Context: an optimization exercise on an open-source flow, tuned for small area. The choices shown serve that exercise and are no tape-out recipe. Where RTL was checked, it was by simulation tests only, not by an equivalence proof against the original. No functional check of the RTL was part of run 1. Power figures rest on the tool's default switching activity, not on a simulated workload.

$ cat flow/design.v
module baud_generate_tx(clock, reset, tx_sel, baud_tx_out);
input clock;
input reset;
input [1:0] tx_sel;
output baud_tx_out;
reg [5:0] a0;
wire a0_w = a0[5] & a0[2] & a0[1] & a0[0];
wire a0_f = ~(a0[4] ^ a0[5]) ^ a0_w;
reg [7:0] a1;
wire a1_w = a1[7] & ~a1[4] & a1[3] & ~a1[2] & ~a1[0];
wire a1_f = ~(a1[0] ^ a1[4] ^ a1[5] ^ a1[7]) ^ a1_w;
reg [9:0] a3;
wire a3_w = ~a3[9] & a3[6] & a3[5] & ~a3[4] & a3[2] & a3[1] & ~a3[0];
wire a3_f = ~(a3[2] ^ a3[9]) ^ a3_w;
reg b0;
reg [1:0] b1;
reg b3;
always @(posedge clock, negedge reset)
if (!reset) begin
    a0 <= 6'd23;
    a1 <= 8'd40;
    a3 <= 10'd750;
    b0 <= 1'b0;
    b1 <= 2'd0;
    b3 <= 1'b0;
end else begin
    a0 <= {a0[4:0], a0_f};
    a1 <= {a1[6:0], a1_f};
    a3 <= {a3[8:0], a3_f};
    b0 <= b0 ^ a0_w;
    b1 <= b1 + {1'b0, a1_w};
    b3 <= b3 ^ a3_w;
end
reg lv;
always @(*)
case (tx_sel)
2'b00: lv = b0;
2'b01: lv = b1[0];
2'b10: lv = b1[1];
default: lv = b3;
endcase
assign baud_tx_out = ~lv;
endmodule
module baud_generate_rx(clock, reset, rx_sel, baud_rx_out);
input clock;
input reset;
input [1:0] rx_sel;
output baud_rx_out;
reg [5:0] a0;
wire a0_w = a0[5] & a0[1] & a0[0];
wire a0_f = ~(a0[4] ^ a0[5]) ^ a0_w;
reg [6:0] a1;
wire a1_w = a1[6] & ~a1[4] & a1[3] & a1[2] & ~a1[1] & a1[0];
wire a1_f = ~(a1[0] ^ a1[6]) ^ a1_w;
reg b0;
reg [2:0] b1;
always @(posedge clock, negedge reset)
if (!reset) begin
    a0 <= 6'd27;
    a1 <= 7'd13;
    b0 <= 1'b0;
    b1 <= 3'd0;
end else begin
    a0 <= {a0[4:0], a0_f};
    a1 <= {a1[5:0], a1_f};
    b0 <= b0 ^ a0_w;
    b1 <= b1 + {2'b0, a1_w};
end
reg lv;
always @(*)
case (rx_sel)
2'b00: lv = b0;
2'b01: lv = b1[0];
2'b10: lv = b1[1];
default: lv = b1[2];
endcase
assign baud_rx_out = ~lv;
endmodule
module uart_transmitter(tx_start,clock_tx,reset_tx,tick_tx,data_out_tx,data_in_tx);
input [7:0] data_in_tx;
input clock_tx, reset_tx;
input tick_tx;
input tx_start;
output data_out_tx;
reg st;
reg [9:0] s;
wire empty = (s == 10'd0);
always @(posedge clock_tx, negedge reset_tx)
if (!reset_tx) begin
    st <= 1'b0;
    s <= 10'd0;
end else if (tick_tx) begin
    st <= ~st & empty & tx_start;
    s <= st ? {1'b1, ^data_in_tx, data_in_tx} : {1'b0, s[9:1]};
end
assign data_out_tx = ~st & (s[0] | empty);
endmodule
module uart_receiver(rx_in,rx_clock,rx_reset,rx_tick,rx_parity_bit_error,stop_bit_error,data_out_rx);
input rx_in, rx_clock, rx_reset, rx_tick;
output reg rx_parity_bit_error, stop_bit_error;
output [7:0] data_out_rx;
localparam IDLE = 2'd0, DATA = 2'd1, PARITY = 2'd2, STOP = 2'd3;
reg [1:0] state;
reg [7:0] x;
reg [7:0] w;
wire mismatch = rx_in ^ (^w);
always @(posedge rx_clock)
if (state == IDLE)
    x <= 8'h80;
else if (rx_tick)
    x <= {rx_in, x[7:1]};
always @(posedge rx_clock, negedge rx_reset)
if (!rx_reset) begin
    state <= IDLE;
    w <= 8'd0;
    rx_parity_bit_error <= 1'b0;
    stop_bit_error <= 1'b0;
end else if (rx_tick) begin
    case (state)
    IDLE: if (!rx_in) state <= DATA;
    DATA: if (x[0]) begin
        w <= {rx_in, x[7:1]};
        state <= PARITY;
    end
    PARITY: begin
        rx_parity_bit_error <= mismatch;
        state <= mismatch ? IDLE : STOP;
    end
    STOP: begin
        stop_bit_error <= ~rx_in;
        state <= IDLE;
    end
    endcase
end
assign data_out_rx = stop_bit_error ? 8'd0 : w;
endmodule
module uart_top(
    input        clk,
    input        rst_n,
    input  [1:0] tx_sel,
    input  [1:0] rx_sel,
    input        tx_start,
    input  [7:0] tx_data,
    output       tx_out,
    input        rx_in,
    output [7:0] rx_data,
    output       rx_parity_error,
    output       rx_stop_error
);
wire baud_tx, baud_rx;
reg  baud_tx_q, baud_rx_q;
baud_generate_tx bg_tx(.clock(clk), .reset(rst_n), .tx_sel(tx_sel), .baud_tx_out(baud_tx));
baud_generate_rx bg_rx(.clock(clk), .reset(rst_n), .rx_sel(rx_sel), .baud_rx_out(baud_rx));
always @(posedge clk, negedge rst_n)
if (!rst_n) begin
    baud_tx_q <= 1'b1;
    baud_rx_q <= 1'b1;
end else begin
    baud_tx_q <= baud_tx;
    baud_rx_q <= baud_rx;
end
wire tick_tx = baud_tx & ~baud_tx_q;
wire tick_rx = baud_rx & ~baud_rx_q;
uart_transmitter tx(.tx_start(tx_start), .clock_tx(clk), .reset_tx(rst_n), .tick_tx(tick_tx),
    .data_out_tx(tx_out), .data_in_tx(tx_data));
uart_receiver rx(.rx_in(rx_in), .rx_clock(clk), .rx_reset(rst_n), .rx_tick(tick_rx),
    .rx_parity_bit_error(rx_parity_error), .stop_bit_error(rx_stop_error), .data_out_rx(rx_data));
endmodule
$ cat flow/constraint.sdc
create_clock -name core_clock -period 10.0 [get_ports {clk}]
set_input_delay 2.0000 -clock core_clock [delete_from_list [all_inputs] [get_ports {clk}]]
set_output_delay 2.0000 -clock core_clock [all_outputs]
set_load 0.01 [all_outputs]
$ cat flow/standard.sh
#!/bin/bash
# synth_recipe.tcl (not shown) runs the flow's synth.tcl, then flattens the netlist and writes it again
# the make line also repeats each setting of config.mk as NAME=value (left out here)
make -C /OpenROAD-flow-scripts/flow DESIGN_CONFIG=/design/flow/config.mk WORK_HOME=/design/flow/orfs CLKGATE_MAP_FILE= SYNTH_SCRIPT=/design/flow/synth_recipe.tcl "${@:-finish}"
$ cat flow/config.mk
export PLATFORM = sky130hd
export DESIGN_NAME = uart_top
export DESIGN_NICKNAME = uart_top
export VERILOG_FILES = /design/flow/design.v
export SDC_FILE = /design/flow/constraint.sdc
export NUM_CORES = 4
export LEC_CHECK = 0
export CAP_MARGIN = 20
export CORE_MARGIN = 2
export CORE_UTILIZATION = 40
export SLEW_MARGIN = 20
$ cat flow/flow/run.sh
#!/bin/bash
# Standard ORFS layout (the standard.sh), with two knobs changed:
#  - the port buffers that buffer_ports inserts use the smallest buffer cell;
#  - clock tree synthesis uses small clock buffers and no dummy loads.
set -euo pipefail
CTS="-sink_clustering_enable -repair_clock_nets -dont_use_dummy_load -buf_list sky130_fd_sc_hd__clkbuf_4 -root_buf sky130_fd_sc_hd__clkbuf_4 -sink_clustering_size 30 -sink_clustering_max_diameter 100"
bash standard.sh synth > log_synth.txt 2>&1
bash standard.sh "BUFFER_PORTS_ARGS=-buffer_cell sky130_fd_sc_hd__buf_1" "CTS_ARGS=$CTS" finish > log_layout.txt 2>&1
==> results of run 1 <==
==> cell type report <==
cell class	count	area share [%]
flip-flops and latches	78	58.5
multi-input cells	133	32.1
well taps	99	3.73
repair buffers	28	3.43
clock buffers	9	2.04
inverters	2	0.226
==> metal layers <==
metal | GRT usage [%] | vias up | share of wire (%)
li1 | - | 811 | -
met1 | 16.8 | 799 | 48
met2 | 18.8 | 25 | 46
met3 | 6.31 | 6 | 4.8
met4 | 4.42 | 0 | 1.3
met5 | 0 | - | 0
==> per-stage QoR <==
step                setup WS [ns]  util (%)
floorplan                    6.64         -
global placement             6.33      44.3
detailed placement           6.28      44.3
CTS                          6.02      45.2
global route                 5.89      45.2
finish                       6.08      45.2
==> registers in the layout, summed over array words and instances (netlist names) <==
name and cells:
bg_tx.a3 10, tx.s 10, bg_tx.a1 8, rx.w 8
rx.x 8, bg_rx.a1 7, bg_rx.a0 6, bg_tx.a0 6
bg_rx.b1 3, bg_tx.b1 2, rx.state 2, baud_rx_q 1
baud_tx_q 1, bg_rx.b0 1, bg_tx.b0 1, bg_tx.b3 1
rx.rx_parity_bit_error 1, rx.stop_bit_error 1, tx.st 1
==> power by group <==
group          total [mW]  internal (mW)  switching (mW)
logic               0.143         0.0792          0.0639
clock network       0.128         0.0419          0.0862
registers           0.394          0.354          0.0400
total               0.666          0.476           0.190
==> how the worst max path moves through the flow <==
stage,start,to,slack [ns]
detailed placement,rx_sel[0],rx.w[5],6.28
CTS,tx.s[5],tx_out,6.02
global placement,rx_sel[0],rx.w[2],6.33
floorplan,tx.s[5],tx_out,6.64
finish,tx.s[5],tx_out,6.08
global route,tx.s[5],tx_out,5.89
==> cells by family (layout without fill, tap and decap cells) <==
kind of cell,after synthesis,count (layout),synth area share (%)
AO/OA/AOI/OAI,20,20,3.85
XOR/XNOR,25,25,7.62
adder cells (fa/ha/maj),3,3,1.23
buffers and inverters,8,39,1.60
flip-flops,78,78,63.5
multiplexers,32,32,12.4
AND/OR/NAND/NOR,53,53,9.75
==> synthesized netlist by cell type (2+ instances only) <==
library cell,count
sky130_fd_sc_hd__nand3_1,3
sky130_fd_sc_hd__nor2b_1,9
sky130_fd_sc_hd__o21ai_1,5
sky130_fd_sc_hd__xnor2_1,16
sky130_fd_sc_hd__or4_1,2
sky130_fd_sc_hd__buf_6,2
sky130_fd_sc_hd__nand4b_1,2
sky130_fd_sc_hd__xor2_1,8
sky130_fd_sc_hd__nor3b_1,3
sky130_fd_sc_hd__inv_1,2
sky130_fd_sc_hd__nand2_1,4
sky130_fd_sc_hd__clkbuf_1,2
sky130_fd_sc_hd__mux2i_1,18
sky130_fd_sc_hd__nor2_1,22
sky130_fd_sc_hd__mux2_4,8
sky130_fd_sc_hd__ha_1,3
sky130_fd_sc_hd__mux2_2,4
sky130_fd_sc_hd__dfxtp_1,8
sky130_fd_sc_hd__a21oi_1,9
sky130_fd_sc_hd__dfstp_2,22
sky130_fd_sc_hd__dfrtp_1,48
==> impl_table.tex, run 1 <==
\begin{tabular}{lr}
\hline
Metric & Value \\
\hline
\multicolumn{2}{l}{\textbf{Outcome}} \\
\quad Outcome & complete, no violations \\
\multicolumn{2}{l}{\textbf{Worst hold path}} \\
\quad Launch point of the worst hold path & bg\_tx.a1[6] \\
\quad Worst hold path endpoint & bg\_tx.a1[7] \\
\quad Number of cells on the worst hold path & 0 \\
\quad Worst hold path class & reg2reg \\
\multicolumn{2}{l}{\textbf{Worst setup path}} \\
\quad Critical path arrival & 1.92 ns \\
\quad Depth of the critical timing path with buffers and inverters included & 5 \\
\quad CP max-delay cell & sky130\_fd\_sc\_hd\_\_or4\_1 \\
\quad Endpoint type of the worst setup path & output pin \\
\quad Reg-to-Reg End & rx.w[5] \\
\quad CP Buf/Inv Count & 1 \\
\quad Crit-path max FO & 3 \\
\quad Worst stage delay on the critical path & 0.54 ns \\
\quad Cells along the critical path & or4\_1, nor4\_2, nor2\_1, nor2\_1, buf\_1 \\
\quad Most frequent CP cell & sky130\_fd\_sc\_hd\_\_nor2\_1 \\
\quad Critical setup path kind & reg2out \\
\quad Worst EP required & 8.00 ns \\
\quad CP Launch Type & flop \\
\quad Worst Reg-to-Reg Cells & 5 \\
\quad Launch point of the worst reg-to-reg path & baud\_rx\_q \\
\quad Cell family with the largest share of critical-path delay & simple AND/OR/NAND/NOR gates \\
\quad Worst R2R Setup Slack & 7.96 ns \\
\multicolumn{2}{l}{\textbf{Global routing}} \\
\quad Via count of the first global-routing pass & 1,731 \\
\quad Pin count of the biggest net entering global routing & between 70 and 80 \\
\quad Global route total overflow & 0 \\
\quad First-pass GRT wire length & 8350 um \\
\quad Number of antenna violations at the first check in global routing & 0 \\
\quad Combined global-route utilization of all metal layers & 12.9\% \\
\multicolumn{2}{l}{\textbf{STA}} \\
\quad Max Clock Freq & $\sim$0.26 GHz \\
\quad Final max-slew violation count & 0 \\
\quad Max Clock Skew & 0.0422 ns \\
\quad Total Neg Setup Slack & 0 ns \\
\quad Unrepaired setup endpoints after global routing & false \\
\quad Smallest hold slack & between 0.3 and 0.4 ns \\
\quad Fin crit share & 39.2\% \\
\quad Crit path time final & 3.92 ns \\
\quad Final Hold Fails & 0 \\
\quad Worst rel slew slack & a little over two fifths \\
\quad Worst slew pin tran & between 0.8 and 0.9 ns \\
\quad Setup violators final & 0 \\
\multicolumn{2}{l}{\textbf{Final layout}} \\
\quad Layout overhead on the synthesized area & 8.65\% \\
\quad Top library cells by usage in the layout, fill and taps aside & 48 x sky130\_fd\_sc\_hd\_\_dfrtp\_1, 25 x sky130\_fd\_sc\_hd\_\_buf\_1, 22 x sky130\_fd\_sc\_hd\_\_nor2\_1, 22 x sky130\_fd\_sc\_hd\_\_dfstp\_2, 18 x sky130\_fd\_sc\_hd\_\_mux2i\_1 \\
\quad Fill cell instance count of the final layout & about 660 \\
\quad Finished Cell Area & 3320 um2 \\
\quad Leading cell type in the layout, fill and taps excluded & sky130\_fd\_sc\_hd\_\_dfrtp\_1 \\
\quad Multi-input gate area in the final layout & 1060 um2 \\
\quad Antenna diodes & 0 \\
\quad Fraction of layout cells with a size suffix above 1 & 20.4\% \\
\quad Post-layout nets & 271 \\
\quad Post-route non-filler standard cell count & 349 \\
\quad Sequential standard cell area & just under 2000 um2 \\
\multicolumn{2}{l}{\textbf{Synthesis}} \\
\quad Fraction of synthesis flops using an asynchronous set or reset pin & 89.7\% \\
\quad Post-synthesis sequential area ratio & 63.5\% \\
\quad Avg Synthesized Cell Area & around 14 um2 \\
\quad Area share of the leading cell type in the synthesized netlist & 39.3\% \\
\quad Most common flop cell mapped by yosys & sky130\_fd\_sc\_hd\_\_dfrtp\_1 \\
\quad Cell area after synthesis & $\sim$3100 um2 \\
\quad Area leader, netlist & sky130\_fd\_sc\_hd\_\_dfrtp\_1 \\
\quad Number of storage elements in the synthesis netlist & 78 \\
\quad Syn Nets & 238 \\
\quad Post-synthesis instance total & 219 \\
\quad Post-synth EDFFs & 0 \\
\quad Dominant cells by area after synthesis & sky130\_fd\_sc\_hd\_\_dfrtp\_1 39\%, sky130\_fd\_sc\_hd\_\_dfstp\_2 19\%, sky130\_fd\_sc\_hd\_\_mux2i\_1 5.9\% \\
\quad Number of different library cells in the post-synthesis netlist & 40 \\
\quad Warning count from the yosys run & 5 \\
\multicolumn{2}{l}{\textbf{CTS}} \\
\quad Sinks on the clock net & just under 80 \\
\quad Clock-pin slew on the worst setup and hold paths & 0.12 ns \\
\quad Clock tree root driver cell & sky130\_fd\_sc\_hd\_\_clkbuf\_4 \\
\quad Number of setup buffers added after CTS & 0 \\
\quad Post-CTS Hold Fix Bufs & 0 \\
\quad TritonCTS clock tree & built \\
\quad Gates resized, CTS repair & 0 \\
\quad Worst-skew pair later-pin latency & 0.41 ns \\
\quad Largest buffer count on any clock path & 2 \\
\quad TritonCTS buffer count & 9 \\
\quad H-tree depth & 3 \\
\multicolumn{2}{l}{\textbf{Detailed routing}} \\
\quad Routed wire per std cell & 13.0 um \\
\quad Starting DRT DRC Count & 32 \\
\quad Final routed wirelength across all metal layers & 4550 um \\
\quad Antenna Nets Post-Route & 0 \\
\quad Post-route DRC violation count & 0 \\
\quad Detailed-routing iteration count for the pre-antenna-repair pass & 4 \\
\quad Vias per Instance & 4.70 \\
\quad Via count & 1,641 \\
\multicolumn{2}{l}{\textbf{Die}} \\
\quad Area inside the core boundary & roughly 7300 um2 \\
\quad Row Count & 31 \\
\quad Chip height & 91.4 um \\
\quad Starting utilization of the core area & 41.6\% \\
\quad Number of ports placed on the die boundary & 27 \\
\quad Die footprint & 8350 um2 \\
\quad Horiz. Die Dim & roughly 91 um \\
\multicolumn{2}{l}{\textbf{Power and ir drop}} \\
\quad Max IR drop VDD & 0.000130 V \\
\quad Power Density & $\sim$200 nW/um2 \\
\quad Total power draw & roughly 0.67 mW \\
\quad Lkg Pwr & 1.45 nW \\
\multicolumn{2}{l}{\textbf{Placement}} \\
\quad Number of port buffers & 26 \\
\quad Total instance count after detailed placement & 340 \\
\quad Dpl cell area & 3250 um2 \\
\quad Routability Congestion & 0.739 \\
\quad Post-DP HPWL & between 3000 and 4000 um \\
\multicolumn{2}{l}{\textbf{Run}} \\
\quad Max-cap check violation count & 0 \\
\hline
\end{tabular}
==> run 2: changes to the inputs <==
--- a/flow/design.v
+++ b/flow/design.v
@@ -5,29 +5,20 @@
 output baud_tx_out;
-reg [5:0] a0;
-wire a0_w = a0[5] & a0[2] & a0[1] & a0[0];
-wire a0_f = ~(a0[4] ^ a0[5]) ^ a0_w;
-reg [7:0] a1;
-wire a1_w = a1[7] & ~a1[4] & a1[3] & ~a1[2] & ~a1[0];
-wire a1_f = ~(a1[0] ^ a1[4] ^ a1[5] ^ a1[7]) ^ a1_w;
-reg [9:0] a3;
-wire a3_w = ~a3[9] & a3[6] & a3[5] & ~a3[4] & a3[2] & a3[1] & ~a3[0];
-wire a3_f = ~(a3[2] ^ a3[9]) ^ a3_w;
-reg b0;
-reg [1:0] b1;
-reg b3;
+reg [5:0] a0; reg       b0;    
+reg [7:0] a1; reg [1:0] b1;    
+reg [9:0] a3; reg       b3;    
+wire w0 = a0[5] & a0[3] & a0[1] & a0[0];
+wire w1 = a1[7] & a1[1];
+wire w3 = a3[9] & a3[3] & a3[0];
 always @(posedge clock, negedge reset)
 if (!reset) begin
-    a0 <= 6'd23;
-    a1 <= 8'd40;
-    a3 <= 10'd750;
-    b0 <= 1'b0;
-    b1 <= 2'd0;
-    b3 <= 1'b0;
+    a0 <= 6'd0; b0 <= 1'b0;
+    a1 <= 8'd0; b1 <= 2'd0;
+    a3 <= 10'd0; b3 <= 1'b0;
 end else begin
-    a0 <= {a0[4:0], a0_f};
-    a1 <= {a1[6:0], a1_f};
-    a3 <= {a3[8:0], a3_f};
-    b0 <= b0 ^ a0_w;
-    b1 <= b1 + {1'b0, a1_w};
-    b3 <= b3 ^ a3_w;
+    a0 <= w0 ? 6'd1 : a0 + 6'd1;
+    b0 <= b0 ^ w0;
+    a1 <= w1 ? 8'd1 : a1 + 8'd1;
+    b1 <= b1 + {1'b0, w1};
+    a3 <= w3 ? 10'd1 : a3 + 10'd1;
+    b3 <= b3 ^ w3;
 end
@@ -48,21 +39,15 @@
 output baud_rx_out;
-reg [5:0] a0;
-wire a0_w = a0[5] & a0[1] & a0[0];
-wire a0_f = ~(a0[4] ^ a0[5]) ^ a0_w;
-reg [6:0] a1;
-wire a1_w = a1[6] & ~a1[4] & a1[3] & a1[2] & ~a1[1] & a1[0];
-wire a1_f = ~(a1[0] ^ a1[6]) ^ a1_w;
-reg b0;
-reg [2:0] b1;
+reg [5:0] a0; reg       b0;    
+reg [6:0] a1; reg [2:0] b1;    
+wire w0 = a0[5] & a0[1];
+wire w1 = a1[6] & a1[5] & a1[3];
 always @(posedge clock, negedge reset)
 if (!reset) begin
-    a0 <= 6'd27;
-    a1 <= 7'd13;
-    b0 <= 1'b0;
-    b1 <= 3'd0;
+    a0 <= 6'd0; b0 <= 1'b0;
+    a1 <= 7'd0; b1 <= 3'd0;
 end else begin
-    a0 <= {a0[4:0], a0_f};
-    a1 <= {a1[5:0], a1_f};
-    b0 <= b0 ^ a0_w;
-    b1 <= b1 + {2'b0, a1_w};
+    a0 <= w0 ? 6'd1 : a0 + 6'd1;
+    b0 <= b0 ^ w0;
+    a1 <= w1 ? 7'd1 : a1 + 7'd1;
+    b1 <= b1 + {2'b0, w1};
 end
==> flow/run.sh (new file) <==
#!/bin/bash
# synth_recipe.tcl (not shown) runs the flow's synth.tcl, then flattens the netlist and writes it again
# the make line also repeats each setting of config.mk as NAME=value (left out here)
make -C /OpenROAD-flow-scripts/flow DESIGN_CONFIG=/design/flow/config.mk WORK_HOME=/design/flow/orfs CLKGATE_MAP_FILE= SYNTH_SCRIPT=/design/flow/synth_recipe.tcl finish
removed: flow/flow/run.sh
removed: flow/standard.sh
==> run 2 against run 1 <==
  * Register-to-register slack worse by 0.48 ns
  * Utilization is 1.4 points higher
  * Final area is 21% higher
  * Fmax is 8.5% lower
  * Non-clock buffer count is 1 lower
  * Total power is 6.0% lower
  * Routed wire length is 24% higher
  * Largest power group unchanged
  * Via count is 38% higher
  * Global-route usage is 0.45 points higher
  * Synthesized cell count is 44% higher
==> impl_table.tex, run 2 <==
\begin{tabular}{lr}
\hline
Metric & Value \\
\hline
\multicolumn{2}{l}{\textbf{Outcome}} \\
\quad Outcome & complete, no violations \\
\multicolumn{2}{l}{\textbf{Worst setup path}} \\
\quad Reg-to-Reg End & rx.w[6] \\
\quad CP max-delay cell & sky130\_fd\_sc\_hd\_\_clkdlybuf4s50\_1 \\
\quad Launch point of the worst reg-to-reg path & bg\_rx.b1[2] \\
\quad Critical setup path kind & reg2out \\
\quad Worst stage delay on the critical path & 0.54 ns (about the same) \\
\quad Endpoint type of the worst setup path & output pin \\
\quad Critical path arrival & 2.29 ns (+0.37 ns) \\
\quad Worst Reg-to-Reg Cells & 5 (unchanged) \\
\quad Crit-path max FO & 3 (unchanged) \\
\quad CP Launch Type & flop \\
\quad Worst R2R Setup Slack & 7.48 ns (-0.48 ns) \\
\quad Worst EP required & 8.00 ns (about the same) \\
\quad Cells along the critical path & or4\_1, nor4\_1, nor2\_1, nor2\_1, clkdlybuf4s50\_1 \\
\quad Cell family with the largest share of critical-path delay & simple AND/OR/NAND/NOR gates \\
\quad Most frequent CP cell & sky130\_fd\_sc\_hd\_\_nor2\_1 \\
\quad CP Buf/Inv Count & 1 (unchanged) \\
\multicolumn{2}{l}{\textbf{STA}} \\
\quad Final max-slew violation count & 0 (unchanged) \\
\quad Smallest hold slack & 0.470 ns (+0.122 ns) \\
\quad Smallest setup slack after layout & 5.71 ns (-0.365 ns) \\
\quad Max Clock Freq & 0.233 GHz (-8.5\%) \\
\quad Unrepaired setup endpoints after global routing & false \\
\quad Crit path time final & 4.29 ns (+0.365 ns) \\
\quad Worst rel slew slack & 42.5\% (-0.90 points) \\
\quad Max Clock Skew & 0.0107 ns (-0.0315 ns) \\
\quad Worst slew pin tran & 0.862 ns (+0.0135 ns) \\
\quad Final Hold Fails & 0 (unchanged) \\
\quad Fin crit share & 42.9\% (+3.7 points) \\
\quad Setup violators final & 0 (unchanged) \\
\quad Total Neg Setup Slack & 0 ns (unchanged) \\
\multicolumn{2}{l}{\textbf{Power and ir drop}} \\
\quad Max IR drop VDD & 0.0000766 V (-41\%) \\
\quad Lkg Pwr & 1.78 nW (+23\%) \\
\quad Power Density & 156 nW/um2 (-22\%) \\
\multicolumn{2}{l}{\textbf{Synthesis}} \\
\quad Synth top cells by count & 68 x sky130\_fd\_sc\_hd\_\_dfrtp\_1, 37 x sky130\_fd\_sc\_hd\_\_nor2\_1, 21 x sky130\_fd\_sc\_hd\_\_nand2\_1 \\
\quad Syn Nets & 340 (+43\%) \\
\quad Area share of the leading cell type in the synthesized netlist & 48.9\% (+9.6 points) \\
\quad Post-synthesis instance total & 316 (+44\%) \\
\quad Avg Synthesized Cell Area & 11.0 um2 (-21\%) \\
\quad Area leader, netlist & sky130\_fd\_sc\_hd\_\_dfrtp\_1 \\
\quad Number of different library cells in the post-synthesis netlist & 40 (unchanged) \\
\quad Warning count from the yosys run & 5 (unchanged) \\
\quad Fraction of synthesis flops using an asynchronous set or reset pin & 89.7\% (unchanged) \\
\quad Dominant cells by area after synthesis & sky130\_fd\_sc\_hd\_\_dfrtp\_1 49\%, sky130\_fd\_sc\_hd\_\_dfxtp\_1 4.6\%, sky130\_fd\_sc\_hd\_\_xnor2\_1 4.5\% \\
\quad Most instantiated library cell after synthesis & sky130\_fd\_sc\_hd\_\_dfrtp\_1 \\
\quad Most common flop cell mapped by yosys & sky130\_fd\_sc\_hd\_\_dfrtp\_1 \\
\quad Number of storage elements in the synthesis netlist & 78 (unchanged) \\
\quad Cell area after synthesis & 3480 um2 (+14\%) \\
\quad Post-synth EDFFs & 0 (unchanged) \\
\quad Post-synthesis sequential area ratio & 55.0\% (-8.5 points) \\
\multicolumn{2}{l}{\textbf{Detailed routing}} \\
\quad Via count & 2,270 (+38\%) \\
\quad Routed wire per std cell & 12.3 um (-5.3\%) \\
\quad Detailed-routing iteration count for the pre-antenna-repair pass & 4 (unchanged) \\
\quad Starting DRT DRC Count & 86 (+170\%) \\
\quad Final routed wirelength across all metal layers & 5660 um (+24\%) \\
\quad Vias per Instance & 4.95 (+5.2\%) \\
\quad Post-route DRC violation count & 0 (unchanged) \\
\quad Antenna Nets Post-Route & 0 (unchanged) \\
\multicolumn{2}{l}{\textbf{CTS}} \\
\quad Post-CTS Hold Fix Bufs & 0 (unchanged) \\
\quad Sinks on the clock net & 78 (unchanged) \\
\quad Largest buffer count on any clock path & 2 (unchanged) \\
\quad Clock tree root driver cell & sky130\_fd\_sc\_hd\_\_clkbuf\_8 \\
\quad Number of setup buffers added after CTS & 0 (unchanged) \\
\quad Worst-skew pair later-pin latency & 0.35 ns (-0.06 ns) \\
\quad Gates resized, CTS repair & 0 (unchanged) \\
\quad Clock-pin slew on the worst setup and hold paths & 0.08 ns (-0.04 ns) \\
\quad TritonCTS clock tree & built \\
\quad H-tree depth & 3 (unchanged) \\
\quad TritonCTS buffer count & 9 (unchanged) \\
\multicolumn{2}{l}{\textbf{Final layout}} \\
\quad Antenna diodes & 0 (unchanged) \\
\quad Fill cell instance count of the final layout & 833 (+25\%) \\
\quad Layout overhead on the synthesized area & 15.3\% \\
\quad Fin util & 46.7\% (+1.4 points) \\
\quad Leading registers by flop count & bg\_tx.a3 x10, tx.s x10 \\
\quad Post-layout nets & 370 (+37\%) \\
\quad Leading cell type in the layout, fill and taps excluded & sky130\_fd\_sc\_hd\_\_dfrtp\_1 \\
\quad Fraction of layout cells with a size suffix above 1 & 9.69\% (-11 points) \\
\quad Top library cells by usage in the layout, fill and taps aside & 68 x sky130\_fd\_sc\_hd\_\_dfrtp\_1, 37 x sky130\_fd\_sc\_hd\_\_nor2\_1, 25 x sky130\_fd\_sc\_hd\_\_clkdlybuf4s50\_1 \\
\quad Finished Cell Area & 4010 um2 (+21\%) \\
\multicolumn{2}{l}{\textbf{Die}} \\
\quad Horiz. Die Dim & 97.3 um (+6.5\%) \\
\quad Die footprint & 9460 um2 (+13\%) \\
\quad Area inside the core boundary & 8590 um2 (+17\%) \\
\quad Chip height & 97.3 um (+6.5\%) \\
\quad Number of ports placed on the die boundary & 27 (unchanged) \\
\quad Starting utilization of the core area & 40.5\% (-1.2 points) \\
\quad Row Count & 34 (+9.7\%) \\
\multicolumn{2}{l}{\textbf{Worst hold path}} \\
\quad Launch point of the worst hold path & bg\_rx.b0 \\
\quad Worst hold path class & reg2reg \\
\quad Worst hold path endpoint & bg\_rx.b0 \\
\quad Number of cells on the worst hold path & 1 (+1) \\
\multicolumn{2}{l}{\textbf{Placement}} \\
\quad Post-DP HPWL & 3790 um (+22\%) \\
\quad Dpl cell area & 3850 um2 (+18\%) \\
\quad Routability Congestion & 0.771 (+4.2\%) \\
\quad Number of port buffers & 26 (unchanged) \\
\quad Worst slack at placement & 5.34 ns (-0.939 ns) \\
\multicolumn{2}{l}{\textbf{Global routing}} \\
\quad Pin count of the biggest net entering global routing & 71 (unchanged) \\
\quad Number of antenna violations at the first check in global routing & 0 (unchanged) \\
\quad Global route total overflow & 0 (unchanged) \\
\quad Combined global-route utilization of all metal layers & 13.3\% (+0.45 points) \\
\quad Via count of the first global-routing pass & 2,242 (+30\%) \\
\quad First-pass GRT wire length & 10,200 um (+22\%) \\
\multicolumn{2}{l}{\textbf{Run}} \\
\quad Max-cap check violation count & 0 (unchanged) \\
\hline
\end{tabular}
[run 2: logic make-up after synthesis]
kind of cell | synth area share, %
and+or+nand+nor | 15.5
DFF | 55.0
AOI/OAI and AO/OA | 7.26
xor gates and xnor gates | 8.70
muxes | 8.85
buffers and inverters | 1.76
adders and majority gates | 2.88
[run 2: worst max-delay path by stage]
stage                   start  slack [ns]       to  cells after the start
global route          tx.s[5]        5.56   tx_out                      5
CTS                   tx.s[5]        5.68   tx_out                      5
detailed placement  rx_sel[1]        5.34  rx.w[6]                      6
global placement    rx_sel[1]        5.41  rx.w[3]                      6
finish                tx.s[5]        5.71   tx_out                      5
floorplan           rx_sel[1]        6.49  rx.w[7]                      5
[run 2: final cells by class]
type	instances	area [um2]	area share (%)
Inverter	8	30.0	0.748
Clock buffer	10	128	3.18
Clock inverter	6	38.8	0.967
Tap cell	108	135	3.37
Sequential cell	78	1910	47.7
Multi-Input combinational cell	222	1500	37.5
Timing Repair Buffer	27	263	6.55
[run 2: routing by layer]
metal	global-route usage [%]	part of all wire, %	up-vias
met1	17.4	49	1090
met4	6.09	2.0	0
li1	-	-	1138
met3	4.10	4.5	9
met2	20.5	44	33
met5	0	0	-
[run 2: power by group]
group / internal (mW) / switching [mW]
clock: 0.0892 / 0.113
combinational: 0.0336 / 0.0325
sequential: 0.333 / 0.0250
[run 2: through the flow]
stage | cells | total power [mW]
2_1_floorplan | 316 | 0.398
3_3_place_gp | 443 | 0.430
3_5_place_dp | 443 | 0.431
4_1_cts | 459 | 0.637
5_1_grt | 459 | 0.660
6_report | 459 | 0.626

-- static timing again, ports no longer ideal --
How much do the figures lean on ideal ports? The routed layouts below were timed once more, with nothing changed but the port constraints. Step 1 sets driving cells, clkbuf_16 on the clock port and buf_2 on the other inputs (assumed; they add their load-dependent delay and slew). Step 2 also shifts input and output timing later by t, the mid clock arrival at the registers, as if the neighbouring blocks saw the same clock. Slacks: no drivers / after step 1 / after step 2; pairs: no drivers / after step 1.
run | t (ns) | setup slack, ns | worst hold slack (ns) | latest minus earliest clock arrival (ns) | cell pins on the clock port's net
run 1 | 0.413 | 6.078 / 6.051 / 6.256 | 0.348 / 0.348 / 0.348 | 0.043 / 0.044 | 1
run 2 | 0.373 | 5.713 / 5.684 / 5.354 | 0.470 / 0.470 / 0.470 | 0.011 / 0.011 | 1
After both steps every run listed still meets setup and hold. For run 2, which loses most, drivers alone change the setup slack by -0.029 ns; drivers and shift together by -0.359 ns.
